Context: an optimization exercise on an open-source flow, tuned for small area, a short achievable clock period and few clock cycles. The choices shown serve that exercise and are no tape-out recipe. Only simulation tests tie the RTL to the original design; equivalence was not proved. Power and IR drop assume default switching activity.

[flow/design.v]
module cpu_design (reset, clock, write_read, M_address, M_data_in, M_data_out, overflow, status);
input reset, clock;
input [7:0] M_data_in;
output write_read, overflow;
output [7:0] M_data_out;
output [11:0] M_address;
output [2:0] status;
reg [11:0] MAR, PC;
reg [7:0] IR;
reg [7:0] R0, R1, R2, R3;
reg ovf;
reg st_e, st_tj, st_tr, st_tw, st_h;
wire [3:0] op = IR[7:4];
wire [1:0] rd_i = IR[3:2];
wire [1:0] rs_i = IR[1:0];
wire op_ld   = op == 4'd1;
wire op_add  = op == 4'd3;
wire op_sub  = op == 4'd4;
wire op_swap = op == 4'd10;
wire op_jmp  = op == 4'd11;
wire op_jz   = op == 4'd12;
wire op_rd   = op == 4'd13;
wire op_wr   = op == 4'd14;
wire op_stop = op == 4'd15;
wire op_two  = op_jmp | op_jz | op_rd | op_wr;
wire op_alu  = (op >= 4'd2) && (op <= 4'd10);
reg [7:0] rd, rs;
always @(*) begin
	case (rd_i)
		2'd0: rd = R0;
		2'd1: rd = R1;
		2'd2: rd = R2;
		default: rd = R3;
	endcase
	case (rs_i)
		2'd0: rs = R0;
		2'd1: rs = R1;
		2'd2: rs = R2;
		default: rs = R3;
	endcase
end
wire [9:0] sum_c = {1'b0, rd, 1'b1} + {1'b0, rs ^ {8{op_sub}}, op_sub};
wire [8:0] sum = sum_c[9:1];
wire f8 = sum[8] ^ op_sub;
wire f7 = sum[7];
reg [7:0] res;
always @(*) begin
	case (op)
		4'd3, 4'd4: res = sum[7:0];
		4'd5: res = rd & rs;
		4'd6: res = rd | rs;
		4'd7: res = rd ^ rs;
		4'd8: res = {1'b0, rd[7:1]};
		4'd9: res = {rd[6:0], 1'b0};
		default: res = rs;   
	endcase
end
wire r0z = (R0 == 8'd0);
wire st_b = ~(st_e | st_tj | st_tr | st_tw | st_h);
wire e_two = st_e & op_two;
wire go_t = e_two & ~(op_jz & ~r0z);
wire fetch = st_b | (st_e & ~op_two & ~op_stop) | st_tj;
wire wr0 = st_tr | st_e & (op_ld | op_alu & (rd_i == 2'd0) | op_swap & (rs_i == 2'd0));
wire r0_nz_next = ~wr0 & ~r0z
	| st_e & op_ld & (|IR[3:0])
	| st_e & (op == 4'd8) & (rd_i == 2'd0) & (|R0[7:1])
	| st_e & (op == 4'd9) & (rd_i == 2'd0) & (|R0[6:0]);
wire skip = fetch & r0_nz_next & (M_data_in[7:4] == 4'd12);
wire [10:0] mar_hi_inc = MAR[11:1] + 11'd1;
wire [11:0] mar_inc = {MAR[0] ? mar_hi_inc : MAR[11:1], ~MAR[0]};
wire [11:0] mar_next = {(MAR[0] | skip) ? mar_hi_inc : MAR[11:1], MAR[0] ^ ~skip};
assign M_address = MAR;
assign M_data_out = R0;
assign write_read = st_tw;
assign overflow = ovf;
assign status = {1'b0, st_tw, st_tw | st_h};
wire wr_alu = st_e & op_alu;
wire wr_sw  = st_e & op_swap;
always @(posedge clock or negedge reset) begin
	if (!reset) begin
		MAR <= 12'd0;
		st_e <= 1'b0;
		st_tj <= 1'b0;
		st_tr <= 1'b0;
		st_tw <= 1'b0;
		st_h <= 1'b0;
		ovf <= 1'b0;
		R0 <= 8'd0;
		R1 <= 8'd0;
		R2 <= 8'd0;
		R3 <= 8'd0;
	end else begin
		if (go_t)
			MAR <= {IR[3:0], M_data_in};
		else if (st_tr | st_tw)
			MAR <= PC;
		else
			MAR <= mar_next;
		st_e <= fetch & ~skip;
		st_tj <= go_t & (op_jmp | op_jz);
		st_tr <= go_t & op_rd;
		st_tw <= go_t & op_wr;
		if (st_e & op_stop)
			st_h <= 1'b1;
		if (st_e & (op_add | op_sub))
			ovf <= f8 ^ f7;
		if (st_tr) R0 <= M_data_in;
		else if (st_e & op_ld) R0 <= {4'd0, IR[3:0]};
		else if (wr_alu & (rd_i == 2'd0)) R0 <= res;
		else if (wr_sw & (rs_i == 2'd0)) R0 <= rd;
		if (wr_alu & (rd_i == 2'd1)) R1 <= res;
		else if (wr_sw & (rs_i == 2'd1)) R1 <= rd;
		if (wr_alu & (rd_i == 2'd2)) R2 <= res;
		else if (wr_sw & (rs_i == 2'd2)) R2 <= rd;
		if (wr_alu & (rd_i == 2'd3)) R3 <= res;
		else if (wr_sw & (rs_i == 2'd3)) R3 <= rd;
	end
end
always @(posedge clock) begin
	IR <= M_data_in;
	PC <= mar_inc;   
end
endmodule
[flow/flow/run.sh]
#!/bin/bash
set -euo pipefail
here=$(cd "$(dirname "$0")" && pwd)
source "$here/params.sh"
bash standard.sh SETUP_SLACK_MARGIN=$MARGIN \
  "BUFFER_PORTS_ARGS=-buffer_cell $PORT_BUF" finish > make.log 2>&1
[flow/flow/params.sh]
MARGIN=5
PORT_BUF=sky130_fd_sc_hd__buf_1
[flow/standard.sh]
#!/bin/bash
# synth_recipe.tcl (not shown) runs the flow's synth.tcl, then flattens the netlist and writes it again
# the make line also repeats each setting of config.mk as NAME=value (left out here)
make -C /OpenROAD-flow-scripts/flow DESIGN_CONFIG=/design/flow/config.mk WORK_HOME=/design/flow/orfs CLKGATE_MAP_FILE= SYNTH_SCRIPT=/design/flow/synth_recipe.tcl "${@:-finish}"
[flow/config.mk]
export PLATFORM = sky130hd
export DESIGN_NAME = cpu_design
export DESIGN_NICKNAME = cpu_design
export VERILOG_FILES = /design/flow/design.v
export SDC_FILE = /design/flow/constraint.sdc
export NUM_CORES = 4
export LEC_CHECK = 0
export CAP_MARGIN = 20
export CORE_MARGIN = 2
export CORE_UTILIZATION = 40
export CTS_BUF_LIST = sky130_fd_sc_hd__clkbuf_8
export CTS_CLUSTER_SIZE = 30
export SETUP_SLACK_MARGIN = 5
export SLEW_MARGIN = 20
[flow/constraint.sdc]
create_clock -name core_clock -period 8.0 [get_ports {clock}]
set_input_delay 1.6000 -clock core_clock [delete_from_list [all_inputs] [get_ports {clock}]]
set_output_delay 1.6000 -clock core_clock [all_outputs]
set_load 0.01 [all_outputs]
==> qor.yml, run 1 <==
outcome: "complete, no violations"
cellLeakagePower_nw: 2.46
antenna_found_initial: 0
ant_nets: 0
grt_first_pass_wirelength_um: 22900
worstPathBufferInverterCount: 0
dp_hpwl_um: 9890
insertion_delay_ps: 360
vias: 4529
cts_num_sinks: 70
vias_per_cell: 5.78
clk_pin_slew_ps: 80
vdd_drop_max_mv: 0.151
wl_per_cell_um: 19.1
yosysSeqAreaShare: 0.328
r2r_slack_ps: 5000
gr-total-overflow: 0
finalPower_mw: 2.45
drc_errors: 0
slew_viol_final: 0
synth_warnings: 1
synthesis.nets: 593
tritoncts: "yes"
postRouteWirelength_um: 15000
gp_congestion: 0.926
ys.flop_type: "dfrtp_1"
whs_ps: 521
r2r-start: "R0[4]"
critPathMaxFanout: 7
min_to: "MAR[1]"
die_area_sq_um: 13500
synthTopCellsByArea: "dfrtp_1 25%, dfxtp_1 8.0%, mux4_2 7.2%"
rsz0062_at_grt: "true"
maxSlewHeadroom: 0.494
cp-start-kind: "flop"
ys_async_sr_fraction: 0.714
start_util: 0.414
nFillCells: 1130
netlist_top_cells_count: "53 x nand2_1, 50 x dfrtp_1, 40 x a21oi_1"
tns_ps: 0
synth_area_sq_um: 5030
final_nets: 643
cts_buffers: 9
drv_cap: 0
die_w_um: 116
num_rows: 40
drt_first_pass_iters: 5
worst_clock_skew_ps: 12.5
syn_area_per_cell_sq_um: 8.98
drive_gt1_frac: 0.229
setup.worst_path.end_class: "flop"
critical_path.slowest_cell: "mux4_2"
synthDominantCellAreaShare: 0.249
crit_required_ps: 8260
yosysUniqueCellTypes: 63
track_usage: 0.221
clk_path_buf_depth: 2
cts_root_buf: "clkbuf_8"
hold_buffers: 0
die_h_um: 116
power.density_nw_per_um2: 412
hold_depth: 2
worst_r2r_endpoint: "R0[7]"
yosysMostFrequentCell: "nand2_1"
htree_levels: 3
path_cells: "mux4_2 > xor2_2 > ha_4 > a21oi_4 > o21bai_1 > a21o_1 > or3_1 > and4b_4 > a21boi_4 > o211ai_1 > o21a_1"
fin_crit_ps: 3000
coreArea_sq_um: 12200
synth_top_area_cell: "dfrtp_1"
crit_family: "compound AO/OA/AOI/OAI gates"
diodes: 0
hold_start: "PC[1]"
area.growth.synth_to_final_pct: 18.4
grt_max_degree: 51
fin_crit_sh: 0.375
achievable-frequency_mhz: 333
worstMarginPinSlew_ps: 748
worstRegToRegCells: 11
grt_pass1_vias: 4094
arrival_ps: 3260
hold_viol: 0
ys_seq_elements: 70
io_buffers: 33
ios: 35
synth-edff-count: 0
path_class: "flop to flop"
dr.first_iter.drc_count: 398
setup_viol: 0
syn_inst: 560
critical_path.max_stage_delay_ps: 540
hold_path_class: "flop to flop"
[power breakdown]
part,switching [mW],internal (mW)
Combinational,0.768,0.717
Sequential,0.174,0.506
Clock,0.145,0.142
Total,1.09,1.37
[placed cells by master, fill, tap and decap left out, types with 11 or more instances in the layout]
| cell type | Yosys | routed |
|---|---|---|
| nand2_1 | 53 | 52 |
| dfrtp_1 | 50 | 48 |
| buf_4 | 2 | 44 |
| a21oi_1 | 40 | 34 |
| o21ai_0 | 36 | 33 |
| buf_1 | 4 | 30 |
| inv_1 | 24 | 25 |
| nor2b_1 | 26 | 25 |
| nor2_1 | 25 | 24 |
| xnor2_1 | 22 | 22 |
| a211oi_1 | 19 | 19 |
| ha_1 | 23 | 19 |
| mux4_2 | 16 | 16 |
| o21ai_1 | 13 | 15 |
| dfxtp_1 | 20 | 12 |
| mux2_2 | 12 | 12 |
| nand3_1 | 12 | 11 |
[per-stage QoR]
step | worst slack, ps | cell area [sq um] | instances | util
after CTS | 5000 | 5610 | 754 | 0.461
after global routing | 4890 | 5950 | 783 | 0.490
after detailed placement | 3880 | 5220 | 722 | 0.429
after floorplan | 4940 | 5070 | 560 | -
after global placement | 3880 | 5220 | 722 | 0.429
final | 5000 | 5950 | 783 | 0.490
[layout make-up]
cell class / instances / area (sq um) / share of cell area
multi-input combinational: 423 / 3290 / 0.552
sequential: 70 / 1680 / 0.282
timing repair buffer: 81 / 493 / 0.0828
tap: 168 / 210 / 0.0353
clock buffer: 9 / 124 / 0.0208
inverter: 25 / 93.8 / 0.0158
clock inverter: 7 / 66.3 / 0.0111
[worst reg2reg max path, cell delays in order, from the launching register on]
cell and delay [ps]:
dfrtp_2 460, mux4_2 540, xor2_2 210, ha_4 260, a21oi_4 170, o21bai_1 70, a21o_1 190, or3_1 320
and4b_4 240, a21boi_4 200, o211ai_1 120, o21a_1 110
[sequential cells by signal (all words and copies together) (netlist names)]
name / flops
MAR: 12
IR: 8
R0: 8
st_tw: 1
R1: 8
st_e: 1
R2: 8
st_tj: 1
PC: 12
R3: 8
st_tr: 1
ovf: 1
st_h: 1
[cells by family (layout without fill, tap and decap cells)]
| family | count (synthesis) | in the layout | synth area share |
|---|---|---|---|
| compound gates | 163 | 163 | 0.204 |
| xor+xnor | 36 | 36 | 0.0679 |
| fa+ha+maj | 23 | 23 | 0.0572 |
| buf+inv | 68 | 122 | 0.0567 |
| flops | 70 | 70 | 0.328 |
| mux | 39 | 40 | 0.120 |
| other cells | 1 | 1 | 0.000745 |
| simple gates | 160 | 160 | 0.164 |
[worst max-delay path by stage]
stage / cells after the start / from / endpoint / slack, ps
after floorplan: 9 / M_data_in[4] / MAR[10] / 4940
after global placement: 12 / IR[5] / MAR[10] / 3880
after detailed placement: 12 / IR[5] / MAR[10] / 3880
after CTS: 10 / R0[2] / R1[5] / 5000
after global routing: 12 / IR[0] / R0[7] / 4890
final: 11 / R0[4] / R0[7] / 5000
[timing repair]
| item | in CTS | in global routing |
|---|---|---|
| setup endpoints to repair | 46 | 32 |
| setup buffers | 16 | 28 |
| resized for setup | 24 | 28 |
| gates cloned | 0 | 1 |
| pin swaps | 2 | 11 |
[layer usage]
layer	part of all wire	track usage	routed length, um	up-vias
li1	-	-	-	2123
met4	0.023	0.0690	337	0
met2	0.45	0.339	6790	175
met1	0.45	0.320	6790	2204
met3	0.069	0.0358	1030	27
met5	0	0	0	-
Testbench counts, summed over its fixed seeds: cycles 245,097.
==> run 2, diff against run 1 <==
==> flow/run.sh (new file) <==
#!/bin/bash
# synth_recipe.tcl (not shown) runs the flow's synth.tcl, then flattens the netlist and writes it again
# the make line also repeats each setting of config.mk as NAME=value (left out here)
make -C /OpenROAD-flow-scripts/flow DESIGN_CONFIG=/design/flow/config.mk WORK_HOME=/design/flow/orfs CLKGATE_MAP_FILE= SYNTH_SCRIPT=/design/flow/synth_recipe.tcl finish
removed: flow/flow/run.sh
removed: flow/flow/params.sh
removed: flow/standard.sh
==> qor.yml, run 2 <==
setup.worst_path.end_class: "flop"  # unchanged
synth_area_sq_um: 5030  # unchanged
worstMarginPinSlew_ps: 757  # was 748 ps
top_regs: "MAR (12), PC (12)"  # unchanged
diodes: 0  # unchanged
dr.first_iter.drc_count: 460  # was 398
syn_area_per_cell_sq_um: 8.98  # unchanged
drc_errors: 0  # unchanged
yosysSeqAreaShare: 0.328  # unchanged
arrival_ps: 3250  # was 3260 ps
worst_clock_skew_ps: 9.73  # was 12.5 ps
layout_common_cells: "52 x nand2_1, 50 x buf_4, 36 x dfrtp_1, 35 x o21ai_0, 34 x a21oi_1"  # was 52 x nand2_1, 48 x dfrtp_1, 44 x buf_4, 34 x a21oi_1, 33 x o21ai_0
crit_path_frequent_cell: "xnor2_2"
ys_seq_elements: 70  # unchanged
ios: 35  # unchanged
grt_max_degree: 51  # unchanged
synthTopCellsByArea: "dfrtp_1 25%, dfxtp_1 8.0%, mux4_2 7.2%"  # unchanged
worstPathBufferInverterCount: 1  # was 0
cts_buffers: 9  # unchanged
coreArea_sq_um: 12200  # unchanged
path_class: "flop to flop"  # unchanged
io_buffers: 33  # unchanged
grt_pass1_vias: 4266  # was 4,094
grt.met2_usage: 0.346  # was 0.339
clk_path_buf_depth: 2  # unchanged
htree_levels: 3  # unchanged
tns_ps: 0  # unchanged
gr-usage-met3: 0.0519  # was 0.0358
slew_viol_final: 0  # unchanged
final_nets: 649  # was 643
power.density_nw_per_um2: 418  # was 412 nW/um^2
fin_crit_sh: 0.378  # was 0.375
synthDominantCellAreaShare: 0.249  # unchanged
critical_path.slowest_cell: "mux4_2"  # unchanged
gr-total-overflow: 0  # unchanged
setup_viol: 0  # unchanged
nFillCells: 1160  # was 1,130
drv_cap: 0  # unchanged
netlist_top_cells_count: "53 x nand2_1, 50 x dfrtp_1, 40 x a21oi_1"  # unchanged
postRouteWirelength_um: 15200  # was 15,000 um
die_w_um: 116  # unchanged
synth_top_area_cell: "dfrtp_1"  # unchanged
vdd_drop_max_mv: 0.183  # was 0.151 mV
critPathMaxFanout: 5  # was 7
achievable-frequency_mhz: 331  # was 333 MHz
cts_num_sinks: 70  # unchanged
ys.flop_type: "dfrtp_1"  # unchanged
use_met1: 0.340  # was 0.320
grt_first_pass_wirelength_um: 23700  # was 22,900 um
synth_warnings: 1  # unchanged
path_cells: "buf_4 > mux4_2 > xor2_1 > ha_1 > a21o_1 > a41o_1 > nor4_1 > and4b_4 > xnor2_2 > xnor2_2 > a31oi_1"  # was mux4_2 > xor2_2 > ha_4 > a21oi_4 > o21bai_1 > a21o_1 > or3_1 > and4b_4 > a21boi_4 > o211ai_1 > o21a_1
crit_required_ps: 8230  # was 8260 ps
die_area_sq_um: 13500  # unchanged
cp-start-kind: "flop"  # unchanged
hold_path_class: "flop to flop"  # unchanged
cellLeakagePower_nw: 2.57  # was 2.46 nW
dp_hpwl_um: 9900  # was 9890 um
r2r_slack_ps: 4980  # was 5000 ps
hold_viol: 0  # unchanged
outcome: "complete, no violations"  # unchanged
clk_pin_slew_ps: 80  # about the same
syn_inst: 560  # unchanged
start_util: 0.414  # unchanged
cts_root_buf: "clkbuf_8"  # unchanged
yosysMostFrequentCell: "nand2_1"  # unchanged
multi_input_area_sq_um: 3250  # was 3290 sq um
drive_gt1_frac: 0.269  # was 0.229
rsz0062_at_grt: "true"  # unchanged
vias: 4611  # was 4,529
die_h_um: 116  # unchanged
num_rows: 40  # unchanged
antenna_found_initial: 0  # unchanged
crit_family: "multiplexers"  # was compound AO/OA/AOI/OAI gates
yosysUniqueCellTypes: 63  # unchanged
critical_path.max_stage_delay_ps: 590  # was 540 ps
tritoncts: "yes"  # unchanged
insertion_delay_ps: 370  # was 360 ps
fin_crit_ps: 3020  # was 3000 ps
busiest_layer: "met2"  # unchanged
maxSlewHeadroom: 0.494  # about the same
wl_per_cell_um: 19.3  # was 19.1 um
gp_congestion: 0.854  # was 0.926
ys_async_sr_fraction: 0.714  # unchanged
finalPower_mw: 2.59  # was 2.45 mW
drt_first_pass_iters: 6  # was 5
seqCellArea_sq_um: 1700  # was 1680 sq um
vias_per_cell: 5.84  # was 5.78
synthesis.nets: 593  # unchanged
area.growth.synth_to_final_pct: 23.2  # was 18.4%
ant_nets: 0  # unchanged
final_common_cell: "nand2_1"  # unchanged
synth-edff-count: 0  # unchanged
track_usage: 0.232  # was 0.221
## run 2: final timing paths
path | start | cells past startpoint | to
max | IR[0] | 11 | ovf
min | MAR[3] | 1 | PC[3]
max reg2reg | IR[0] | 11 | ovf
min reg2reg | MAR[3] | 1 | PC[3]
max in group asynchronous | reset | 2 | st_e
min in group asynchronous | reset | 2 | MAR[2]
## run 2: stage by stage
stage	std cells	worst slack [ps]	util	hold slack, ps	area [sq um]
2_1_floorplan	560	4940	-	459	5070
3_3_place_gp	722	4240	0.446	504	5420
3_5_place_dp	722	4240	0.446	505	5420
4_1_cts	770	4940	0.490	524	5960
5_1_grt	789	4850	0.510	553	6200
6_report	789	4980	0.510	525	6200
## run 2: layer usage
layer,vias up,wire (um)
li1,2128,-
met1,2239,6710
met2,220,7020
met3,24,1220
met4,0,279
met5,-,0
## run 2: layout make-up
class | instances | area share
flip-flops and latches | 70 | 0.274
well taps | 168 | 0.0339
multi-input cells | 422 | 0.525
repair buffers | 88 | 0.120
inverters | 25 | 0.0151
clock inverters | 7 | 0.0121
clock buffers | 9 | 0.0200
## run 2: cells by family after synthesis
logic type | Yosys count | synth area share
fa+ha+maj | 23 | 0.0572
compound gates | 163 | 0.204
other cells | 1 | 0.000745
flops | 70 | 0.328
xor+xnor | 36 | 0.0679
simple gates | 160 | 0.164
mux | 39 | 0.120
buf+inv | 68 | 0.0567
## run 2: report_power, final
group / switching, mW / leakage [nW] / internal (mW) / total, mW
registers: 0.142 / 0.752 / 0.513 / 0.654
clock network: 0.150 / 0.0972 / 0.145 / 0.295
logic: 0.826 / 1.72 / 0.819 / 1.65
## run 2: repair_timing
item / 4_1_cts / 5_1_grt
hold buffers: 0 / 0
endpoints found under the setup margin: 61 / 47
resized for setup: 57 / 30
buffers inserted: 32 / 19
pin swaps: 11 / 14
==> run 3, diff against run 2 <==
--- a/flow/config.mk
+++ b/flow/config.mk
@@ -8,7 +8,5 @@
 export CAP_MARGIN = 20
 export CORE_MARGIN = 2
 export CORE_UTILIZATION = 40
-export CTS_BUF_LIST = sky130_fd_sc_hd__clkbuf_8
-export CTS_CLUSTER_SIZE = 30
 export SETUP_SLACK_MARGIN = 5
 export SLEW_MARGIN = 20
==> qor.yml, run 3 <==
htree_levels: 3  # unchanged
yosysMostFrequentCell: "nand2_1"  # unchanged
cts_buffers: 9  # unchanged
yosysUniqueCellTypes: 63  # unchanged
grt_max_degree: 51  # unchanged
intPower_mw: 1.60  # was 1.48 mW
track_usage: 0.233  # was 0.232
finalPower_mw: 2.75  # was 2.59 mW
area.growth.synth_to_final_pct: 26.4  # was 23.2%
postRouteWirelength_um: 15300  # was 15,200 um
final_nets: 650  # was 649
grt_pass1_vias: 4275  # was 4,266
finalInstanceArea_sq_um: 6360  # was 6200 sq um
ys_async_sr_fraction: 0.714  # unchanged
final_common_cell: "nand2_1"  # unchanged
clk_pin_slew_ps: 60  # was 80 ps
top_regs: "MAR (12), PC (12)"  # unchanged
grt_first_pass_wirelength_um: 23800  # was 23,700 um
ys_seq_elements: 70  # unchanged
setup_viol: 0  # unchanged
vdd_drop_max_mv: 0.178  # was 0.183 mV
worstRegToRegCells: 12  # was 11
die_area_sq_um: 13500  # unchanged
syn_area_per_cell_sq_um: 8.98  # unchanged
p_sw_frac: 0.417  # was 0.431
place_ws_ps: 4240  # unchanged
critical_path.slowest_cell: "mux4_2"  # unchanged
syn_inst: 560  # unchanged
hold_path_class: "flop to flop"  # unchanged
tritoncts: "yes"  # unchanged
p_switching_mw: 1.15  # was 1.12 mW
worstMarginPinSlew_ps: 815  # was 757 ps
synth_top_area_cell: "dfrtp_1"  # unchanged
seqCellArea_sq_um: 1700  # about the same
min_to: "MAR[1]"  # was PC[3]
r2r-start: "IR[2]"  # was IR[0]
worst_r2r_endpoint: "R0[0]"  # was ovf
tns_ps: 0  # unchanged
start_util: 0.414  # unchanged
hold_start: "PC[1]"  # was MAR[3]
fin_crit_sh: 0.385  # was 0.378
hold_depth: 2  # was 1
rsz0062_at_grt: "true"  # unchanged
hold_viol: 0  # unchanged
synth_mux_area_frac: 0.120  # unchanged
fin_ws_ps: 4920  # was 4980 ps
layout_common_cells: "52 x nand2_1, 50 x buf_4, 37 x dfrtp_1, 36 x o21ai_0, 33 x a21oi_1"  # was 52 x nand2_1, 50 x buf_4, 36 x dfrtp_1, 35 x o21ai_0, 34 x a21oi_1
crit_path_frequent_cell: "a211oi_1"  # was xnor2_2
die_h_um: 116  # unchanged
cts_root_buf: "clkbuf_16"  # was clkbuf_8
synth_warnings: 1  # unchanged
ant_nets: 0  # unchanged
cellLeakagePower_nw: 2.63  # was 2.57 nW
setup.worst_path.end_class: "flop"  # unchanged
multi_input_area_sq_um: 3300  # was 3250 sq um
outcome: "complete, no violations"  # unchanged
path_cells: "buf_6 > mux4_2 > inv_1 > ha_1 > a21o_1 > a21oi_2 > o21ai_0 > a222oi_1 > buf_4 > a211oi_1 > a211oi_1 > o21ai_1"  # was buf_4 > mux4_2 > xor2_1 > ha_1 > a21o_1 > a41o_1 > nor4_1 > and4b_4 > xnor2_2 > xnor2_2 > a31oi_1
path_class: "flop to flop"  # unchanged
hold_buffers: 0  # unchanged
achievable-frequency_mhz: 324  # was 331 MHz
power.share.sequential: 0.243  # was 0.252
gp_congestion: 0.854  # unchanged
arrival_ps: 3310  # was 3250 ps
drt_first_pass_iters: 6  # unchanged
slew_viol_final: 0  # unchanged
ios: 35  # unchanged
vias: 4581  # was 4,611
critical_path.max_stage_delay_ps: 580  # was 590 ps
r2r_slack_ps: 4920  # was 4980 ps
dp_hpwl_um: 9900  # unchanged
synthSimpleGateAreaFrac: 0.164  # unchanged
dr.first_iter.drc_count: 547  # was 460
wl_per_cell_um: 19.4  # was 19.3 um
synth_compound_area_frac: 0.204  # unchanged
cts_num_sinks: 70  # unchanged
yosysSeqAreaShare: 0.328  # unchanged
vias_per_cell: 5.80  # was 5.84
place_area_sq_um: 5420  # unchanged
coreArea_sq_um: 12200  # unchanged
drv_cap: 0  # unchanged
synth-edff-count: 0  # unchanged
synthDominantCellAreaShare: 0.249  # unchanged
clk_path_buf_depth: 2  # unchanged
nFillCells: 1147  # was 1,160
netlist_top_cells_count: "53 x nand2_1, 50 x dfrtp_1, 40 x a21oi_1"  # unchanged
clkPwrFrac: 0.148  # was 0.114
p_comb_frac: 0.609  # was 0.634
utilization: 0.523  # was 0.510
synthTopCellsByArea: "dfrtp_1 25%, dfxtp_1 8.0%, mux4_2 7.2%"  # unchanged
drc_errors: 0  # unchanged
antenna_found_initial: 0  # unchanged
critPathMaxFanout: 6  # was 5
die_w_um: 116  # unchanged
fin_crit_ps: 3080  # was 3020 ps
power.density_nw_per_um2: 433  # was 418 nW/um^2
num_rows: 40  # unchanged
synth_fa_ha_area_frac: 0.0572  # unchanged
synth_xor_area_frac: 0.0679  # unchanged
ys.flop_type: "dfrtp_1"  # unchanged
io_buffers: 33  # unchanged
insertion_delay_ps: 350  # was 370 ps
synth_top_family_by_area: "compound AO/OA/AOI/OAI gates"  # unchanged
cp-start-kind: "flop"  # unchanged
crit_required_ps: 8230  # about the same
diodes: 0  # unchanged
worst_clock_skew_ps: 6.43  # was 9.73 ps
synthesis.nets: 593  # unchanged
maxSlewHeadroom: 0.456  # was 0.494
gr-total-overflow: 0  # unchanged
drive_gt1_frac: 0.277  # was 0.269
synth_area_sq_um: 5030  # unchanged
run 3: cell families after synthesis:
group / count (synthesis)
AOI/OAI and AO/OA: 163
and+or+nand+nor: 160
DFF: 70
buffers and inverters: 68
muxes: 39
xor gates and xnor gates: 36
adders and majority gates: 23
other: 1
run 3: power by group through the flow:
stage                     logic [mW]  clock network, mW  registers [mW]
final                           1.68              0.408           0.668
after global routing            1.82              0.428           0.691
after CTS                       1.49              0.412           0.665
after detailed placement        1.32                  0           0.679
after global placement          1.30                  0           0.671
after floorplan                0.983                  0           0.632
run 3: area by class of cell:
cell class	instances	area share
tap	168	0.0331
clock inverter	6	0.0112
sequential	70	0.267
clock buffer	10	0.0360
timing repair buffer	89	0.119
inverter	25	0.0148
multi-input combinational	422	0.519
run 3: timing repair:
action / CTS / global route
setup endpoints to repair: 52 / 46
endpoints found under the hold margin: 0 / 0
buffers inserted: 32 / 20
pin swaps: 13 / 15
resized for setup: 53 / 39
run 3: stage by stage:
step                hold slack [ps]  std cells
CTS                             520        770
detailed placement              505        722
global placement                504        722
floorplan                       459        560
global route                    549        790
finish                          516        790
run 3: worst max-delay path: cells and delay by family, from the launching register on:
family,cells,cell delay (ps)
muxes,1,580
adders and majority gates,1,240
AOI/OAI and AO/OA,7,1230
buffers and inverters,3,490
DFF,1,420
run 3: worst max-delay path by stage:
stage | startpoint | slack, ps | endpoint | cells past startpoint
finish | IR[2] | 4920 | R0[0] | 12
global route | IR[6] | 4850 | MAR[4] | 13
CTS | IR[0] | 4940 | R0[0] | 12
detailed placement | IR[2] | 4240 | R0[0] | 10
global placement | IR[2] | 4240 | R0[0] | 10
floorplan | M_data_in[4] | 4940 | MAR[10] | 9
run 3: routing by layer:
layer  track usage  routed length [um]  part of all wire
met2         0.347                7070              0.46
met3        0.0597                1270             0.083
met5             0                   0                 0
met1         0.336                6750              0.44
met4        0.0706                 241             0.016
==> run 4, diff against run 3 <==
--- a/flow/design.v
+++ b/flow/design.v
@@ -43,17 +43,26 @@
 wire [8:0] sum = sum_c[9:1];
 wire f8 = sum[8] ^ op_sub;
 wire f7 = sum[7];
-reg [7:0] res;
+reg [3:0] lut;
 always @(*) begin
 	case (op)
-		4'd3, 4'd4: res = sum[7:0];
-		4'd5: res = rd & rs;
-		4'd6: res = rd | rs;
-		4'd7: res = rd ^ rs;
-		4'd8: res = {1'b0, rd[7:1]};
-		4'd9: res = {rd[6:0], 1'b0};
-		default: res = rs;   
+		4'd5: lut = 4'b1000;
+		4'd6: lut = 4'b1110;
+		4'd7: lut = 4'b0110;
+		default: lut = 4'b1010;   
 	endcase
+end
+wire sel_sum = op_add | op_sub;
+wire sel_shr = op == 4'd8;
+wire sel_shl = op == 4'd9;
+reg [7:0] res;
+integer bi;
+always @(*) begin
+	for (bi = 0; bi < 8; bi = bi + 1)
+		res[bi] = lut[{rd[bi], rs[bi]}];
+	if (sel_shr) res = {1'b0, rd[7:1]};
+	if (sel_shl) res = {rd[6:0], 1'b0};
+	if (sel_sum) res = sum[7:0];
 end
 wire r0z = (R0 == 8'd0);
 wire st_b = ~(st_e | st_tj | st_tr | st_tw | st_h);
==> flow/flow/run.sh (new file) <==
#!/bin/bash
set -euo pipefail
here=$(cd "$(dirname "$0")" && pwd)
source "$here/params.sh"
bash standard.sh SETUP_SLACK_MARGIN=$MARGIN \
  "BUFFER_PORTS_ARGS=-buffer_cell $PORT_BUF" finish > make.log 2>&1
==> flow/flow/params.sh (new file) <==
MARGIN=5
PORT_BUF=sky130_fd_sc_hd__buf_1
==> flow/standard.sh (new file) <==
#!/bin/bash
# synth_recipe.tcl (not shown) runs the flow's synth.tcl, then flattens the netlist and writes it again
# the make line also repeats each setting of config.mk as NAME=value (left out here)
make -C /OpenROAD-flow-scripts/flow DESIGN_CONFIG=/design/flow/config.mk WORK_HOME=/design/flow/orfs CLKGATE_MAP_FILE= SYNTH_SCRIPT=/design/flow/synth_recipe.tcl "${@:-finish}"
--- a/flow/config.mk
+++ b/flow/config.mk
@@ -7,6 +7,8 @@
 export LEC_CHECK = 0
 export CAP_MARGIN = 20
 export CORE_MARGIN = 2
-export CORE_UTILIZATION = 40
+export CORE_UTILIZATION = 65
+export CTS_BUF_LIST = sky130_fd_sc_hd__clkbuf_8
+export CTS_CLUSTER_SIZE = 30
 export SETUP_SLACK_MARGIN = 5
 export SLEW_MARGIN = 20
removed: flow/run.sh
==> qor.yml, run 4 <==
synthesis.nets: 557  # was 593
worstMarginPinSlew_ps: 775  # was 815 ps
met2WireLength_um: 6610  # was 7070 um
critical_path.max_stage_delay_ps: 630  # was 580 ps
gp_congestion: 0.983  # was 0.854
synthSimpleGateAreaFrac: 0.174  # was 0.164
synth_compound_area_frac: 0.164  # was 0.204
hold_path_class: "flop to flop"  # unchanged
die_w_um: 91.3  # was 116 um
met3WireLength_um: 1630  # was 1270 um
layout_common_cells: "48 x dfrtp_1, 47 x nand2_1, 36 x nor2_1, 33 x a21oi_1"  # was 52 x nand2_1, 50 x buf_4, 37 x dfrtp_1, 36 x o21ai_0, 33 x a21oi_1
wl_per_cell_um: 21.9  # was 19.4 um
synth-edff-count: 0  # unchanged
dp_hpwl_um: 9530  # was 9900 um
hold_buffers: 0  # unchanged
rsz0062_at_grt: "true"  # unchanged
path_cells: "or4b_4 > buf_4 > xnor2_1 > ha_2 > or3_1 > a21oi_1 > o31a_1 > xnor2_2 > xnor3_1 > mux2_2"  # was buf_6 > mux4_2 > inv_1 > ha_1 > a21o_1 > a21oi_2 > o21ai_0 > a222oi_1 > buf_4 > a211oi_1 > a211oi_1 > o21ai_1
synthDominantCellAreaShare: 0.252  # was 0.249
cts_root_buf: "clkbuf_8"  # was clkbuf_16
grt_max_degree: 51  # unchanged
area.growth.synth_to_final_pct: 14.6  # was 26.4%
ys_async_sr_fraction: 0.714  # unchanged
cts_buffers: 9  # unchanged
setup.worst_path.end_class: "flop"  # unchanged
diodes: 0  # unchanged
yosysUniqueCellTypes: 71  # was 63
drc_errors: 0  # unchanged
num_rows: 31  # was 40
synth_warnings: 1  # unchanged
power.density_nw_per_um2: 410  # was 433 nW/um^2
ys_seq_elements: 70  # unchanged
ant_nets: 0  # unchanged
achievable-frequency_mhz: 329  # was 324 MHz
outcome: "complete, no violations"  # unchanged
grt_pass1_vias: 4500  # was 4,275
whs_ps: 464  # was 516 ps
coreArea_sq_um: 7330  # was 12,200 sq um
syn_inst: 536  # was 560
synth_mux_area_frac: 0.181  # was 0.120
grt_first_pass_wirelength_um: 24100  # was 23,800 um
cts_num_sinks: 70  # unchanged
syn_area_per_cell_sq_um: 9.25  # was 8.98 sq um
vias: 4632  # was 4,581
tritoncts: "yes"  # unchanged
path_class: "flop to flop"  # unchanged
synth_xor_area_frac: 0.0611  # was 0.0679
start_util: 0.676  # was 0.414
final_common_cell: "dfrtp_1"  # was nand2_1
gr-total-overflow: 0  # unchanged
maxSlewHeadroom: 0.482  # was 0.456
netlist_top_cells_count: "50 x dfrtp_1, 47 x nand2_1, 38 x nor2_1"  # was 53 x nand2_1, 50 x dfrtp_1, 40 x a21oi_1
synth_fa_ha_area_frac: 0.0293  # was 0.0572
vias_per_cell: 6.87  # was 5.80
hold_viol: 0  # unchanged
ys.flop_type: "dfrtp_1"  # unchanged
vdd_drop_max_mv: 0.201  # was 0.178 mV
final_nets: 591  # was 650
cp-start-kind: "flop"  # unchanged
top_regs: "MAR (12), PC (12)"  # unchanged
synth_area_sq_um: 4960  # was 5030 sq um
clk_path_buf_depth: 2  # unchanged
synth_top_family_by_area: "multiplexers"  # was compound AO/OA/AOI/OAI gates
yosysMostFrequentCell: "dfrtp_1"  # was nand2_1
die_h_um: 91.3  # was 116 um
postRouteWirelength_um: 14800  # was 15,300 um
track_usage: 0.372  # was 0.233
crit_required_ps: 8250  # was 8230 ps
arrival_ps: 3290  # was 3310 ps
synth_top_area_cell: "dfrtp_1"  # unchanged
drt_first_pass_iters: 5  # was 6
fin_crit_ps: 3040  # was 3080 ps
dr.first_iter.drc_count: 644  # was 547
drv_cap: 0  # unchanged
ios: 35  # unchanged
fin_crit_sh: 0.380  # was 0.385
worst_clock_skew_ps: 13.5  # was 6.43 ps
slew_viol_final: 0  # unchanged
cellLeakagePower_nw: 2.28  # was 2.63 nW
wl_met1_um: 5970  # was 6750 um
tns_ps: 0  # unchanged
critPathMaxFanout: 7  # was 6
antenna_found_initial: 0  # unchanged
synthTopCellsByArea: "dfrtp_1 25%, dfxtp_1 8.1%, mux4_2 7.3%"  # was dfrtp_1 25%, dfxtp_1 8.0%, mux4_2 7.2%
io_buffers: 33  # unchanged
htree_levels: 3  # unchanged
drive_gt1_frac: 0.250  # was 0.277
insertion_delay_ps: 360  # was 350 ps
critical_path.slowest_cell: "or4b_4"  # was mux4_2
yosysSeqAreaShare: 0.333  # was 0.328
highest_layer: "met4"  # unchanged
setup_viol: 0  # unchanged
die_area_sq_um: 8340  # was 13,500 sq um
clk_pin_slew_ps: 90  # was 60 ps
run 4: logic make-up after synthesis:
logic type               after synthesis
other                                  1
buffers and inverters                 57
AO/OA/AOI/OAI                        128
flip-flops                            70
XOR/XNOR                              33
AND/OR/NAND/NOR                      170
multiplexers                          66
adder cells (fa/ha/maj)               11
run 4: worst paths after layout:
path                             from     end  slack, ps  cells after the start
worst max-delay path            IR[7]     ovf       4960                     10
worst min-delay path            PC[1]  MAR[1]        460                      2
worst max register to register  IR[7]     ovf       4960                     10
worst min register to register  PC[1]  MAR[1]        460                      2
max in group asynchronous       reset   R0[0]       6150                      2
min in group asynchronous       reset     ovf       1350                      2
run 4: cell type report:
type	count	area, sq um
tap	99	124
fill	515	1650
clock buffer	9	124
multi-input combinational	409	3220
clock inverter	7	96.3
inverter	14	52.6
sequential	70	1680
timing repair buffer	66	389
run 4: metal layers:
metal / vias to the layer above / global-route usage
met4: 0 / 0.141
li1: 2035 / -
met5: - / 0
met2: 330 / 0.545
met3: 70 / 0.0913
met1: 2197 / 0.534
run 4: where the power goes:
part	internal, mW	switching (mW)	leakage (nW)
Clock	0.177	0.152	0.114
Sequential	0.507	0.176	0.769
Combinational	0.609	0.708	1.39
Total	1.29	1.04	2.28
run 4: critical path: cells and delay by family (launching register included):
| kind | cells | cell delay (ps) |
|---|---|---|
| and+or+nand+nor | 2 | 1030 |
| xor gates and xnor gates | 3 | 540 |
| DFF | 1 | 360 |
| AOI/OAI and AO/OA | 2 | 330 |
| muxes | 1 | 270 |
| adders and majority gates | 1 | 220 |
| buffers and inverters | 1 | 190 |
run 4: timing repair:
item                       4_1_cts  5_1_grt
hold endpoints to repair         0        0
gates resized for setup         21       27
setup endpoints to repair       37       26
pin swaps                        5       10
buffers inserted                27        4
run 4: through the flow:
| stage | utilization | cells | cell area [sq um] | power [mW] | worst slack [ps] |
|---|---|---|---|---|---|
| 2_1_floorplan | - | 536 | 5040 | 1.53 | 4930 |
| 4_1_cts | 0.757 | 670 | 5550 | 2.22 | 5000 |
| 6_report | 0.775 | 674 | 5680 | 2.33 | 4960 |
| 3_3_place_gp | 0.689 | 627 | 5050 | 1.76 | 4540 |
| 3_5_place_dp | 0.689 | 627 | 5050 | 1.80 | 4450 |
| 5_1_grt | 0.775 | 674 | 5680 | 2.47 | 4900 |
Testbench counts of run 4, summed over its fixed seeds: cycles 245,097.
==> run 5, diff against run 4 <==
==> flow/flow/params.sh (replaced) <==
MARGIN=4.5
PORT_BUF=sky130_fd_sc_hd__buf_1
==> qor.yml, run 5 <==
hold_path_class: "flop to flop"  # unchanged
ios: 35  # unchanged
utilization: 0.717  # was 0.775
clk_pin_slew_ps: 80  # was 90 ps
cellLeakagePower_nw: 2.06  # was 2.28 nW
place_area_sq_um: 4980  # was 5050 sq um
r2r_slack_ps: 4640  # was 4960 ps
tns_ps: 0  # unchanged
ys_async_sr_fraction: 0.714  # unchanged
finalPower_mw: 2.14  # was 2.33 mW
final_common_cell: "dfrtp_1"  # unchanged
vdd_drop_max_mv: 0.246  # was 0.201 mV
ys.flop_type: "dfrtp_1"  # unchanged
synth-edff-count: 0  # unchanged
rsz0062_at_grt: "false"  # was true
wl_per_cell_um: 20.8  # was 21.9 um
layout_common_cells: "50 x dfrtp_1, 47 x nand2_1, 38 x nor2_1, 36 x a21oi_1, 32 x buf_1"  # was 48 x dfrtp_1, 47 x nand2_1, 36 x nor2_1, 33 x a21oi_1
drv_cap: 0  # unchanged
dp_hpwl_um: 9410  # was 9530 um
tritoncts: "yes"  # unchanged
grt_max_degree: 51  # unchanged
final_nets: 563  # was 591
ant_nets: 0  # unchanged
achievable-frequency_mhz: 298  # was 329 MHz
fin_cells: 646  # was 674
synth_top_area_cell: "dfrtp_1"  # unchanged
htree_levels: 3  # unchanged
ys_seq_elements: 70  # unchanged
dr.first_iter.drc_count: 486  # was 644
track_usage: 0.332  # was 0.372
vias_per_cell: 6.69  # was 6.87
place_ws_ps: 4200  # was 4450 ps
arrival_ps: 3590  # was 3290 ps
crit_required_ps: 8230  # was 8250 ps
synth_area_sq_um: 4960  # unchanged
power.density_nw_per_um2: 407  # was 410 nW/um^2
gp_congestion: 0.980  # was 0.983
hold_viol: 0  # unchanged
drive_gt1_frac: 0.152  # was 0.250
outcome: "complete, no violations"  # unchanged
num_rows: 31  # unchanged
vias: 4320  # was 4,632
synth_warnings: 1  # unchanged
synthDominantCellAreaShare: 0.252  # unchanged
yosysMostFrequentCell: "dfrtp_1"  # unchanged
whs_ps: 458  # was 464 ps
slew_viol_final: 0  # unchanged
start_util: 0.676  # unchanged
cts_buffers: 9  # unchanged
synthesis.nets: 557  # unchanged
maxSlewHeadroom: 0.523  # was 0.482
insertion_delay_ps: 350  # was 360 ps
grt_first_pass_wirelength_um: 21600  # was 24,100 um
area.growth.synth_to_final_pct: 6.03  # was 14.6%
io_buffers: 33  # unchanged
setup.worst_path.end_class: "flop"  # unchanged
cp-start-kind: "flop"  # unchanged
die_area_sq_um: 8340  # unchanged
drt_first_pass_iters: 6  # was 5
die_w_um: 91.3  # unchanged
grt_pass1_vias: 4019  # was 4,500
critPathMaxFanout: 14  # was 7
gr-total-overflow: 0  # unchanged
diodes: 0  # unchanged
syn_inst: 536  # unchanged
fin_crit_sh: 0.420  # was 0.380
synthTopCellsByArea: "dfrtp_1 25%, dfxtp_1 8.1%, mux4_2 7.3%"  # unchanged
fin_crit_ps: 3360  # was 3040 ps
yosysSeqAreaShare: 0.333  # unchanged
postRouteWirelength_um: 13400  # was 14,800 um
worst_clock_skew_ps: 13.1  # was 13.5 ps
finalInstanceArea_sq_um: 5260  # was 5680 sq um
cts_num_sinks: 70  # unchanged
coreArea_sq_um: 7330  # unchanged
netlist_top_cells_count: "50 x dfrtp_1, 47 x nand2_1, 38 x nor2_1"  # unchanged
dp.cells: 626  # was 627
path_class: "flop to flop"  # unchanged
worstMarginPinSlew_ps: 715  # was 775 ps
die_h_um: 91.3  # unchanged
setup_viol: 0  # unchanged
yosysUniqueCellTypes: 71  # unchanged
drc_errors: 0  # unchanged
antenna_found_initial: 0  # unchanged
cts_root_buf: "clkbuf_8"  # unchanged
clk_path_buf_depth: 2  # unchanged
top_regs: "MAR (12), PC (12)"  # unchanged
fin_ws_ps: 4640  # was 4960 ps
syn_area_per_cell_sq_um: 9.25  # unchanged
## run 5: cell count changes in the layout (fill, tap and decap cells not counted), moves of 4 or more
| cell | delta |
|---|---|
| buf_4 | -25 |
| xnor2_1 | +5 |
| xnor2_2 | -5 |
| dfxtp_4 | -4 |
## run 5: layout make-up
cell class | instances | area, sq um
Clock buffer | 10 | 138
Clock inverter | 6 | 86.3
Fill cell | 569 | 2080
Inverter | 14 | 52.6
Multi-Input combinational cell | 409 | 3030
Sequential cell | 70 | 1670
Tap cell | 99 | 124
Timing Repair Buffer | 38 | 163
## run 5: what timing repair did
item | 4_1_cts | 5_1_grt
setup endpoints to repair | 20 | 16
gates resized for setup | 5 | 6
hold buffers | 0 | 0
setup buffers | 1 | 3
pin swaps | 1 | 1
## run 5: cells by family (layout without fill, tap and decap cells)
family,count (synthesis),after routing,synth area share
AOI/OAI and AO/OA,128,128,0.164
xor gates and xnor gates,33,33,0.0611
adders and majority gates,11,11,0.0293
buffers and inverters,57,68,0.0576
DFF,70,70,0.333
muxes,66,66,0.181
other,1,1,0.000757
and+or+nand+nor,170,170,0.174
## run 5: final timing paths
kind,to,depth (start not counted),startpoint
max,ovf,8,IR[2]
min,MAR[1],2,PC[1]
max reg2reg,ovf,8,IR[2]
min reg2reg,MAR[1],2,PC[1]
max in group asynchronous,R2[5],2,reset
min in group asynchronous,MAR[3],2,reset
## run 5: routing by layer
layer,vias to the layer above,global-route usage,part of all wire,wire [um]
met4,0,0.121,0.020,270
met1,2087,0.498,0.43,5750
met2,225,0.474,0.45,6010
met3,36,0.0722,0.10,1400
li1,1972,-,-,-
met5,-,0,0,0
## run 5: power by group
part           switching [mW]  internal, mW
combinational           0.618         0.511
sequential              0.178         0.507
clock                   0.140         0.184
total                   0.936          1.20
## run 5: critical path: stages, from the launching register on
cell	delay, ps
dfxtp_2	570
mux4_2	700
fa_1	510
a211o_1	320
a21oi_1	150
o31a_1	150
xnor2_1	200
xnor3_1	380
mux2_2	260
==> run 6, diff against run 5 <==
==> flow/flow/params.sh (replaced) <==
MARGIN=5.4
PORT_BUF=sky130_fd_sc_hd__buf_1
==> qor.yml, run 6 <==
synthTopCellsByArea: "dfrtp_1 25%, dfxtp_1 8.1%, mux4_2 7.3%"  # unchanged
grt_pass1_vias: 4531  # was 4,019
dr.first_iter.drc_count: 1027  # was 486
netlist_top_cells_count: "50 x dfrtp_1, 47 x nand2_1, 38 x nor2_1"  # unchanged
track_usage: 0.389  # was 0.332
whs_ps: 459  # was 458 ps
nFillCells: 364  # was 569
cp-start-kind: "flop"  # unchanged
syn_inst: 536  # unchanged
path_class: "flop to flop"  # unchanged
critical_path.slowest_cell: "or4b_4"  # was mux4_2
synth_warnings: 1  # unchanged
slew_viol_final: 0  # unchanged
critPathMaxFanout: 10  # was 14
synth_top_area_cell: "dfrtp_1"  # unchanged
yosysSeqAreaShare: 0.333  # unchanged
setup_viol: 0  # unchanged
wl_per_cell_um: 24.7  # was 20.8 um
synthesis.nets: 557  # unchanged
path_cells: "or4b_4 > xnor2_4 > ha_4 > a21o_1 > a221o_1 > a21oi_2 > o21ai_2 > xnor3_1 > mux2_2"  # was mux4_2 > fa_1 > a211o_1 > a21oi_1 > o31a_1 > xnor2_1 > xnor3_1 > mux2_2
ys.flop_type: "dfrtp_1"  # unchanged
setup.worst_path.end_class: "flop"  # unchanged
area.growth.synth_to_final_pct: 27.6  # was 6.03%
hold_path_class: "flop to flop"  # unchanged
ys_async_sr_fraction: 0.714  # unchanged
layout_common_cells: "57 x buf_4, 45 x nand2_1, 34 x nor2_1, 33 x dfrtp_1, 28 x a21oi_1"  # was 50 x dfrtp_1, 47 x nand2_1, 38 x nor2_1, 36 x a21oi_1, 32 x buf_1
yosysMostFrequentCell: "dfrtp_1"  # unchanged
final_common_cell: "buf_4"  # was dfrtp_1
grt_first_pass_wirelength_um: 25000  # was 21,600 um
diodes: 0  # unchanged
critical_path.max_stage_delay_ps: 610  # was 700 ps
hold_viol: 0  # unchanged
crit_required_ps: 8260  # was 8230 ps
drt_first_pass_iters: 8  # was 6
power.density_nw_per_um2: 438  # was 407 nW/um^2
vias: 5092  # was 4,320
worstMarginPinSlew_ps: 740  # was 715 ps
achievable-frequency_mhz: 316  # was 298 MHz
fin_crit_sh: 0.396  # was 0.420
start_util: 0.676  # unchanged
antenna_found_initial: 0  # unchanged
coreArea_sq_um: 7330  # unchanged
synth-edff-count: 0  # unchanged
vdd_drop_max_mv: 0.234  # was 0.246 mV
top_regs: "MAR (12), PC (12)"  # unchanged
yosysUniqueCellTypes: 71  # unchanged
io_buffers: 33  # unchanged
drive_gt1_frac: 0.378  # was 0.152
final_nets: 629  # was 563
htree_levels: 3  # unchanged
rsz0062_at_grt: "true"  # was false
cts_buffers: 9  # unchanged
ios: 35  # unchanged
tns_ps: 0  # unchanged
cts_num_sinks: 70  # unchanged
finalInstanceArea_sq_um: 6320  # was 5260 sq um
die_w_um: 91.3  # unchanged
maxSlewHeadroom: 0.506  # was 0.523
crit_family: "compound AO/OA/AOI/OAI gates"  # was multiplexers
syn_area_per_cell_sq_um: 9.25  # unchanged
arrival_ps: 3430  # was 3590 ps
tritoncts: "yes"  # unchanged
gr-total-overflow: 0  # unchanged
ant_nets: 0  # unchanged
utilization: 0.863  # was 0.717
fin_crit_ps: 3170  # was 3360 ps
clk_pin_slew_ps: 90  # was 80 ps
ys_seq_elements: 70  # unchanged
worstPathBufferInverterCount: 0  # unchanged
cellLeakagePower_nw: 2.55  # was 2.06 nW
worst_clock_skew_ps: 24.4  # was 13.1 ps
dp_hpwl_um: 9470  # was 9410 um
outcome: "complete, no violations"  # unchanged
num_rows: 31  # unchanged
gp_congestion: 0.990  # was 0.980
grt_max_degree: 51  # unchanged
insertion_delay_ps: 370  # was 350 ps
die_area_sq_um: 8340  # unchanged
drv_cap: 0  # unchanged
die_h_um: 91.3  # unchanged
clk_path_buf_depth: 2  # unchanged
postRouteWirelength_um: 17600  # was 13,400 um
vias_per_cell: 7.15  # was 6.69
synthDominantCellAreaShare: 0.252  # unchanged
synth_area_sq_um: 4960  # unchanged
place_area_sq_um: 5090  # was 4980 sq um
drc_errors: 0  # unchanged
cts_root_buf: "clkbuf_8"  # unchanged
==> run 6: cell counts after synthesis <==
Identical to the previous run, type by type.
==> run 6: through the flow <==
| stage | std cells | total power [mW] | worst slack, ps |
|---|---|---|---|
| 2_1_floorplan | 536 | 1.57 | 4930 |
| 3_3_place_gp | 627 | 1.80 | 4360 |
| 3_5_place_dp | 627 | 1.83 | 4360 |
| 4_1_cts | 689 | 2.41 | 5020 |
| 5_1_grt | 712 | 2.88 | 4840 |
| 6_report | 712 | 2.77 | 4830 |
==> run 6: cells by family after synthesis <==
group | Yosys count | share of synthesized area
compound gates | 128 | 0.164
mux | 66 | 0.181
xor+xnor | 33 | 0.0611
simple gates | 170 | 0.174
flops | 70 | 0.333
other cells | 1 | 0.000757
fa+ha+maj | 11 | 0.0293
buf+inv | 57 | 0.0576
==> run 6: timing repair <==
action	CTS	global route
hold buffers	0	0
hold endpoints to repair	0	0
pin swaps	34	25
buffers inserted	46	23
endpoints found under the setup margin	55	59
gates resized for setup	88	48
==> run 6: path summary, 6_finish.rpt <==
| path | cells past startpoint | start | slack (ps) | end |
|---|---|---|---|---|
| setup / recovery | 9 | IR[6] | 4830 | ovf |
| hold / removal | 2 | PC[1] | 460 | MAR[1] |
| setup reg to reg | 9 | IR[6] | 4830 | ovf |
| hold reg to reg | 2 | PC[1] | 460 | MAR[1] |
| max in group asynchronous | 2 | reset | 6130 | MAR[10] |
| min in group asynchronous | 2 | reset | 1340 | st_tr |
==> run 6: worst reg2reg max path, stage by stage, from the launching register on <==
cell	delay [ps]
dfxtp_4	420
or4b_4	610
xnor2_4	200
ha_4	230
a21o_1	200
a221o_1	450
a21oi_2	270
o21ai_2	90
xnor3_1	330
mux2_2	270
==> run 6: area by class of cell <==
cell class,instances,area [sq um],area share
clock buffer,10,138,0.0218
timing repair buffer,104,777,0.123
sequential,70,1700,0.269
multi-input combinational,409,3470,0.548
inverter,14,52.6,0.00831
clock inverter,6,63.8,0.0101
tap,99,124,0.0196
==> run 6: power by group <==
| group | switching [mW] | total, mW | leakage, nW | internal, mW |
|---|---|---|---|---|
| combinational | 0.939 | 1.80 | 1.69 | 0.861 |
| clock | 0.152 | 0.304 | 0.104 | 0.152 |
| sequential | 0.154 | 0.669 | 0.753 | 0.515 |
| total | 1.24 | 2.77 | 2.55 | 1.53 |
==> run 6: routing by layer <==
metal	wire length, um	GRT usage	vias to the layer above
li1	-	-	2103
met1	6480	0.555	2382
met2	7610	0.578	488
met3	2530	0.0913	119
met4	981	0.152	0
met5	0	0	-
==> run 7, diff against run 6 <==
==> flow/flow/params.sh (replaced) <==
MARGIN=5
PORT_BUF=sky130_fd_sc_hd__buf_1
--- a/flow/config.mk
+++ b/flow/config.mk
@@ -7,7 +7,7 @@
 export LEC_CHECK = 0
 export CAP_MARGIN = 20
 export CORE_MARGIN = 2
-export CORE_UTILIZATION = 65
+export CORE_UTILIZATION = 40
 export CTS_BUF_LIST = sky130_fd_sc_hd__clkbuf_8
 export CTS_CLUSTER_SIZE = 30
 export SETUP_SLACK_MARGIN = 5
==> qor.yml, run 7 <==
outcome: "complete, no violations"  # unchanged
hold_viol: 0  # unchanged
cts_root_buf: "clkbuf_8"  # unchanged
place_ws_ps: 4400  # was 4360 ps
fin_crit_sh: 0.384  # was 0.396
diodes: 0  # unchanged
intPower_mw: 1.31  # was 1.53 mW
track_usage: 0.227  # was 0.389
power.density_nw_per_um2: 404  # was 438 nW/um^2
tritoncts: "yes"  # unchanged
p_switching_mw: 1.04  # was 1.24 mW
postRouteWirelength_um: 14900  # was 17,600 um
yosysMostFrequentCell: "dfrtp_1"  # unchanged
maxSlewHeadroom: 0.531  # was 0.506
synthesis.nets: 557  # unchanged
drive_gt1_frac: 0.252  # was 0.378
final_common_cell: "dfrtp_1"  # was buf_4
fin_crit_ps: 3070  # was 3170 ps
path_cells: "mux4_2 > xnor2_1 > ha_1 > and3_1 > a221o_1 > a21oi_2 > o21ai_2 > xnor3_1 > mux2_2"  # was or4b_4 > xnor2_4 > ha_4 > a21o_1 > a221o_1 > a21oi_2 > o21ai_2 > xnor3_1 > mux2_2
fin_cells: 747  # was 712
gp_congestion: 0.922  # was 0.990
wl_per_cell_um: 19.9  # was 24.7 um
io_buffers: 33  # unchanged
drt_first_pass_iters: 5  # was 8
grt_first_pass_wirelength_um: 23000  # was 25,000 um
drc_errors: 0  # unchanged
hold_path_class: "flop to flop"  # unchanged
htree_levels: 3  # unchanged
ys.flop_type: "dfrtp_1"  # unchanged
critical_path.slowest_cell: "mux4_2"  # was or4b_4
grt_pass1_vias: 4185  # was 4,531
setup_viol: 0  # unchanged
coreArea_sq_um: 12100  # was 7330 sq um
cp-start-kind: "flop"  # unchanged
ys_seq_elements: 70  # unchanged
tns_ps: 0  # unchanged
worstMarginPinSlew_ps: 704  # was 740 ps
yosysUniqueCellTypes: 71  # unchanged
dr.first_iter.drc_count: 431  # was 1,027
cellLeakagePower_nw: 2.29  # was 2.55 nW
p_comb_frac: 0.573  # was 0.649
synthDominantCellAreaShare: 0.252  # unchanged
vdd_drop_max_mv: 0.138  # was 0.234 mV
path_class: "flop to flop"  # unchanged
slew_viol_final: 0  # unchanged
die_area_sq_um: 13300  # was 8340 sq um
syn_area_per_cell_sq_um: 9.25  # unchanged
worst_clock_skew_ps: 17.5  # was 24.4 ps
layout_common_cells: "49 x dfrtp_1, 47 x nand2_1, 35 x nor2_1, 33 x a21oi_1, 33 x buf_4"  # was 57 x buf_4, 45 x nand2_1, 34 x nor2_1, 33 x dfrtp_1, 28 x a21oi_1
ant_nets: 0  # unchanged
hold_buffers: 0  # unchanged
dp_hpwl_um: 10000  # was 9470 um
gr-total-overflow: 0  # unchanged
rsz0062_at_grt: "true"  # unchanged
num_rows: 40  # was 31
vias_per_cell: 6.02  # was 7.15
die_h_um: 115  # was 91.3 um
synthTopCellsByArea: "dfrtp_1 25%, dfxtp_1 8.1%, mux4_2 7.3%"  # unchanged
grt_max_degree: 51  # unchanged
die_w_um: 115  # was 91.3 um
critPathMaxFanout: 5  # was 10
syn_inst: 536  # unchanged
arrival_ps: 3320  # was 3430 ps
crit_required_ps: 8250  # was 8260 ps
clkPwrFrac: 0.136  # was 0.110
yosysSeqAreaShare: 0.333  # unchanged
nFillCells: 1152  # was 364
fin_ws_ps: 4930  # was 4830 ps
setup.worst_path.end_class: "flop"  # unchanged
cts_num_sinks: 70  # unchanged
p_sw_frac: 0.441  # was 0.449
dp.cells: 696  # was 627
final_nets: 595  # was 629
clk_path_buf_depth: 2  # unchanged
area.growth.synth_to_final_pct: 17.3  # was 27.6%
whs_ps: 455  # was 459 ps
synth_warnings: 1  # unchanged
start_util: 0.411  # was 0.676
clk_pin_slew_ps: 80  # was 90 ps
drv_cap: 0  # unchanged
ys_async_sr_fraction: 0.714  # unchanged
critical_path.max_stage_delay_ps: 580  # was 610 ps
cts_buffers: 9  # unchanged
antenna_found_initial: 0  # unchanged
netlist_top_cells_count: "50 x dfrtp_1, 47 x nand2_1, 38 x nor2_1"  # unchanged
synth-edff-count: 0  # unchanged
top_regs: "MAR (12), PC (12)"  # unchanged
synth_top_area_cell: "dfrtp_1"  # unchanged
insertion_delay_ps: 360  # was 370 ps
vias: 4497  # was 5,092
ios: 35  # unchanged
synth_area_sq_um: 4960  # unchanged
achievable-frequency_mhz: 326  # was 316 MHz
power.share.sequential: 0.291  # was 0.241
==> run 7: changes by cell type in the layout (fill, tap and decap cells not counted), moves of 7 or more <==
cell / before / now
buf_4: 57 / 33
dfrtp_1: 33 / 49
dfrtp_2: 17 / 1
buf_6: 17 / 1
o21ai_0: 13 / 20
==> run 7: cells by family (layout without fill, tap and decap cells) <==
family,after synthesis,count (layout),synth area share
adders and majority gates,11,11,0.0293
xor gates and xnor gates,33,33,0.0611
other,1,1,0.000757
and+or+nand+nor,170,171,0.174
AOI/OAI and AO/OA,128,128,0.164
muxes,66,66,0.181
DFF,70,70,0.333
buffers and inverters,57,99,0.0576
==> run 7: layer usage <==
layer  track usage  share of wire  routed length (um)  up-vias
met5             0              0                   0        -
met4        0.0892          0.028                 424        0
met3        0.0348          0.068                1010       39
met2         0.349           0.46                6920      230
met1         0.323           0.44                6530     2191
li1              -              -                   -     2037
==> run 7: repair_timing <==
action,CTS,global route
setup buffers,17,17
gates cloned,1,0
pin swaps,7,12
endpoints found under the setup margin,39,26
gates resized for setup,23,28
==> run 7: path summary, 6_finish.rpt <==
| path | start | endpoint | slack (ps) | cells past startpoint |
|---|---|---|---|---|
| worst min-delay path | PC[1] | MAR[1] | 450 | 2 |
| worst min register to register | PC[1] | MAR[1] | 450 | 2 |
| worst max register to register | R0[2] | ovf | 4930 | 9 |
| min in group asynchronous | reset | MAR[7] | 1370 | 2 |
| worst max-delay path | R0[2] | ovf | 4930 | 9 |
| max in group asynchronous | reset | R0[0] | 6130 | 2 |
==> run 7: cell type report <==
type	count	area, sq um	share of cell area
repair buffers	69	414	0.0712
inverters	14	52.6	0.00904
clock inverters	7	90.1	0.0155
well taps	168	210	0.0362
clock buffers	9	124	0.0213
flip-flops and latches	70	1680	0.289
multi-input cells	410	3240	0.558
==> run 7: worst max-delay path: cells and delay by family, from the launching register on <==
kind / cells / cell delay (ps)
AO/OA/AOI/OAI: 3 / 630
flip-flops: 1 / 470
XOR/XNOR: 2 / 480
AND/OR/NAND/NOR: 1 / 190
multiplexers: 2 / 840
adder cells (fa/ha/maj): 1 / 350
==> run 7: power by group through the flow <==
| stage | clock network [mW] | registers, mW | logic (mW) |
|---|---|---|---|
| 2_1_floorplan | 0 | 0.636 | 0.898 |
| 3_3_place_gp | 0 | 0.681 | 1.10 |
| 3_5_place_dp | 0 | 0.691 | 1.13 |
| 4_1_cts | 0.324 | 0.683 | 1.21 |
| 5_1_grt | 0.340 | 0.703 | 1.45 |
| 6_report | 0.319 | 0.683 | 1.35 |
==> run 7: per-stage QoR <==
step | utilization | cell area, sq um | total power [mW]
floorplan | - | 5040 | 1.53
global placement | 0.426 | 5140 | 1.78
detailed placement | 0.426 | 5140 | 1.82
CTS | 0.461 | 5560 | 2.22
global route | 0.482 | 5810 | 2.50
finish | 0.482 | 5810 | 2.35
==> run 8, diff against run 7 <==
==> flow/flow/run.sh (replaced) <==
#!/bin/bash
set -euo pipefail
here=$(cd "$(dirname "$0")" && pwd)
source "$here/params.sh"
args=(SETUP_SLACK_MARGIN=$MARGIN "BUFFER_PORTS_ARGS=-buffer_cell $PORT_BUF")
if [[ -n "${CTS_ARGS:-}" ]]; then args+=("CTS_ARGS=$CTS_ARGS"); fi
bash standard.sh "${args[@]}" finish > make.log 2>&1
==> flow/flow/params.sh (replaced) <==
MARGIN=5
PORT_BUF=sky130_fd_sc_hd__buf_1
CTS_ARGS="-sink_clustering_enable -repair_clock_nets -sink_clustering_size 30 -buf_list sky130_fd_sc_hd__clkbuf_8 -dont_use_dummy_load"
--- a/flow/config.mk
+++ b/flow/config.mk
@@ -5,9 +5,10 @@
 export SDC_FILE = /design/flow/constraint.sdc
 export NUM_CORES = 4
 export LEC_CHECK = 0
+export ABC_AREA = 1
 export CAP_MARGIN = 20
 export CORE_MARGIN = 2
-export CORE_UTILIZATION = 40
+export CORE_UTILIZATION = 65
 export CTS_BUF_LIST = sky130_fd_sc_hd__clkbuf_8
 export CTS_CLUSTER_SIZE = 30
 export SETUP_SLACK_MARGIN = 5
==> qor.yml, run 8 <==
clk_path_buf_depth: 2  # unchanged
die_h_um: 91.1  # was 115 um
synthesis.nets: 750  # was 557
wl_per_cell_um: 18.2  # was 19.9 um
vdd_drop_max_mv: 0.234  # was 0.138 mV
ys_seq_elements: 70  # unchanged
synth_top_area_cell: "dfrtp_1"  # unchanged
hold_start: "st_h"  # was PC[1]
die_area_sq_um: 8310  # was 13,300 sq um
nFillCells: 612  # was 1,152
dr.first_iter.drc_count: 735  # was 431
hold_viol: 0  # unchanged
top_regs: "MAR (12), PC (12)"  # unchanged
vias: 5456  # was 4,497
coreArea_sq_um: 7290  # was 12,100 sq um
syn_area_per_cell_sq_um: 6.77  # was 9.25 sq um
slew_viol_final: 0  # unchanged
ys.flop_type: "dfrtp_1"  # unchanged
cellLeakagePower_nw: 2.52  # was 2.29 nW
drt_first_pass_iters: 6  # was 5
rsz0062_at_grt: "true"  # unchanged
synth-edff-count: 0  # unchanged
worstSetupStartpoint: "IR[1]"  # was R0[2]
hold_buffers: 0  # unchanged
yosysUniqueCellTypes: 46  # was 71
syn_inst: 729  # was 536
gp_congestion: 1.03  # was 0.922
crit_cells: 17  # was 9
start_util: 0.677  # was 0.411
synth_warnings: 1  # unchanged
yosysSeqAreaShare: 0.335  # was 0.333
setup_viol: 0  # unchanged
io_buffers: 33  # unchanged
diodes: 0  # unchanged
crit_family: "simple AND/OR/NAND/NOR gates"  # was multiplexers
outcome: "complete, no violations"  # unchanged
insertion_delay_ps: 350  # was 360 ps
postRouteWirelength_um: 15800  # was 14,900 um
dp_hpwl_um: 11400  # was 10,000 um
power.density_nw_per_um2: 342  # was 404 nW/um^2
fin_crit_ps: 2910  # was 3070 ps
path_cells: "buf_4 > inv_2 > nand3_1 > nand3_1 > nand2_1 > xor2_1 > ha_1 > nand2_1 > o21ai_0 > nor2_1 > o21bai_1 > or2_2 > nand3_1 > nand2_1 > nand2_1 > nand2_1 > nand2_1"  # was mux4_2 > xnor2_1 > ha_1 > and3_1 > a221o_1 > a21oi_2 > o21ai_2 > xnor3_1 > mux2_2
netlist_top_cells_count: "203 x nand2_1, 66 x inv_1, 58 x o21ai_0"  # was 50 x dfrtp_1, 47 x nand2_1, 38 x nor2_1
multi_input_area_sq_um: 2900  # was 3240 sq um
final_nets: 793  # was 595
achievable-frequency_mhz: 344  # was 326 MHz
grt_pass1_vias: 4861  # was 4,185
crit_required_ps: 8230  # was 8250 ps
seqCellArea_sq_um: 1670  # was 1680 sq um
die_w_um: 91.1  # was 115 um
drv_cap: 0  # unchanged
ant_nets: 0  # unchanged
setup.worst_path.end_class: "flop"  # unchanged
fin_crit_sh: 0.364  # was 0.384
critPathMaxFanout: 12  # was 5
hold_path_class: "flop to flop"  # unchanged
finalInstanceArea_sq_um: 5420  # was 5810 sq um
arrival_ps: 3140  # was 3320 ps
hold_depth: 2  # unchanged
critical_path.slowest_cell: "dfxtp_4"  # was mux4_2
maxSlewHeadroom: 0.346  # was 0.531
synthTopCellsByArea: "dfrtp_1 25%, nand2_1 15%, dfxtp_1 8.1%"  # was dfrtp_1 25%, dfxtp_1 8.1%, mux4_2 7.3%
grt_first_pass_wirelength_um: 24800  # was 23,000 um
yosysMostFrequentCell: "nand2_1"  # was dfrtp_1
drc_errors: 0  # unchanged
antenna_found_initial: 0  # unchanged
cts_root_buf: "clkbuf_8"  # unchanged
tns_ps: 0  # unchanged
critical_path.max_stage_delay_ps: 410  # was 580 ps
gr-total-overflow: 0  # unchanged
cts_num_sinks: 70  # unchanged
==> run 8: logic make-up after synthesis <==
group	synth area share
xor gates and xnor gates	0.0302
adders and majority gates	0.0294
other	0.000760
and+or+nand+nor	0.305
buffers and inverters	0.0935
DFF	0.335
AOI/OAI and AO/OA	0.207
==> run 8: power breakdown <==
part	internal (mW)	leakage [nW]	switching, mW
combinational	0.338	1.67	0.624
clock	0.100	0.0647	0.121
sequential	0.505	0.784	0.165
total	0.944	2.52	0.910
==> run 8: metal layers <==
layer,GRT usage,part of all wire,vias up,wire (um)
met3,0.0896,0.12,69,1890
met1,0.531,0.41,2485,6410
met4,0.130,0.036,0,569
li1,-,-,2508,-
met2,0.572,0.44,394,6910
met5,0,0,-,0
==> run 8: worst min-delay path, delay by kind of cell (launching register included) <==
family / cells / cell delay, ps
flops: 1 / 370
compound gates: 1 / 60
buf+inv: 1 / 50
==> run 8: path summary, 6_finish.rpt <==
| kind | end | slack (ps) |
|---|---|---|
| max in group asynchronous | R3[0] | 6180 |
| min | st_h | 510 |
| max | R1[6] | 5090 |
| max reg2reg | R1[6] | 5090 |
| min reg2reg | st_h | 510 |
| min in group asynchronous | MAR[2] | 1340 |
==> run 8: cell type report <==
cell class / instances / share of cell area
multi-input combinational: 549 / 0.535
inverter: 90 / 0.0623
sequential: 70 / 0.308
timing repair buffer: 52 / 0.0485
clock buffer: 9 / 0.0229
tap: 99 / 0.0229
==> run 8: metrics by stage <==
step	cells	hold WS, ps	power (mW)	util	setup WS [ps]
2_1_floorplan	729	451	1.28	-	5330
3_3_place_gp	842	495	1.52	0.696	4760
5_1_grt	869	533	1.99	0.743	4970
6_report	869	510	1.85	0.743	5090
3_5_place_dp	842	483	1.55	0.696	4650
4_1_cts	851	502	1.77	0.716	5000
==> run 8: what timing repair did <==
| item | 4_1_cts | 5_1_grt |
|---|---|---|
| setup buffers | 0 | 17 |
| gates cloned | 0 | 1 |
| resized for setup | 10 | 19 |
| hold endpoints to repair | 0 | 0 |
| endpoints found under the setup margin | 38 | 32 |
| pin swaps | 0 | 6 |

-- port drivers added, routing unchanged --
How much do the figures lean on ideal ports? The routed layouts below were timed once more, with nothing changed but the port constraints. Step 1 assumes that a clkbuf_16 drives the clock port and a buf_2 every other input. Step 2 also shifts input and output timing later by t, the mid clock arrival at the registers, as if the neighbouring blocks saw the same clock. Three values: ideal, step 1, step 2; two values: the first two.
run | shift t [ns] | setup slack, ns
run 1 | 0.389 | 5.001 / 5.001 / 4.630
run 2 | 0.404 | 4.975 / 4.975 / 4.677
run 3 | 0.387 | 4.917 / 4.917 / 4.696
run 4 | 0.388 | 4.963 / 4.963 / 4.599
run 5 | 0.376 | 4.641 / 4.641 / 4.452
run 6 | 0.391 | 4.832 / 4.832 / 4.603
run 7 | 0.389 | 4.932 / 4.932 / 4.672
run 8 | 0.376 | 5.090 / 5.090 / 4.911
After both steps every run listed still meets setup and hold.
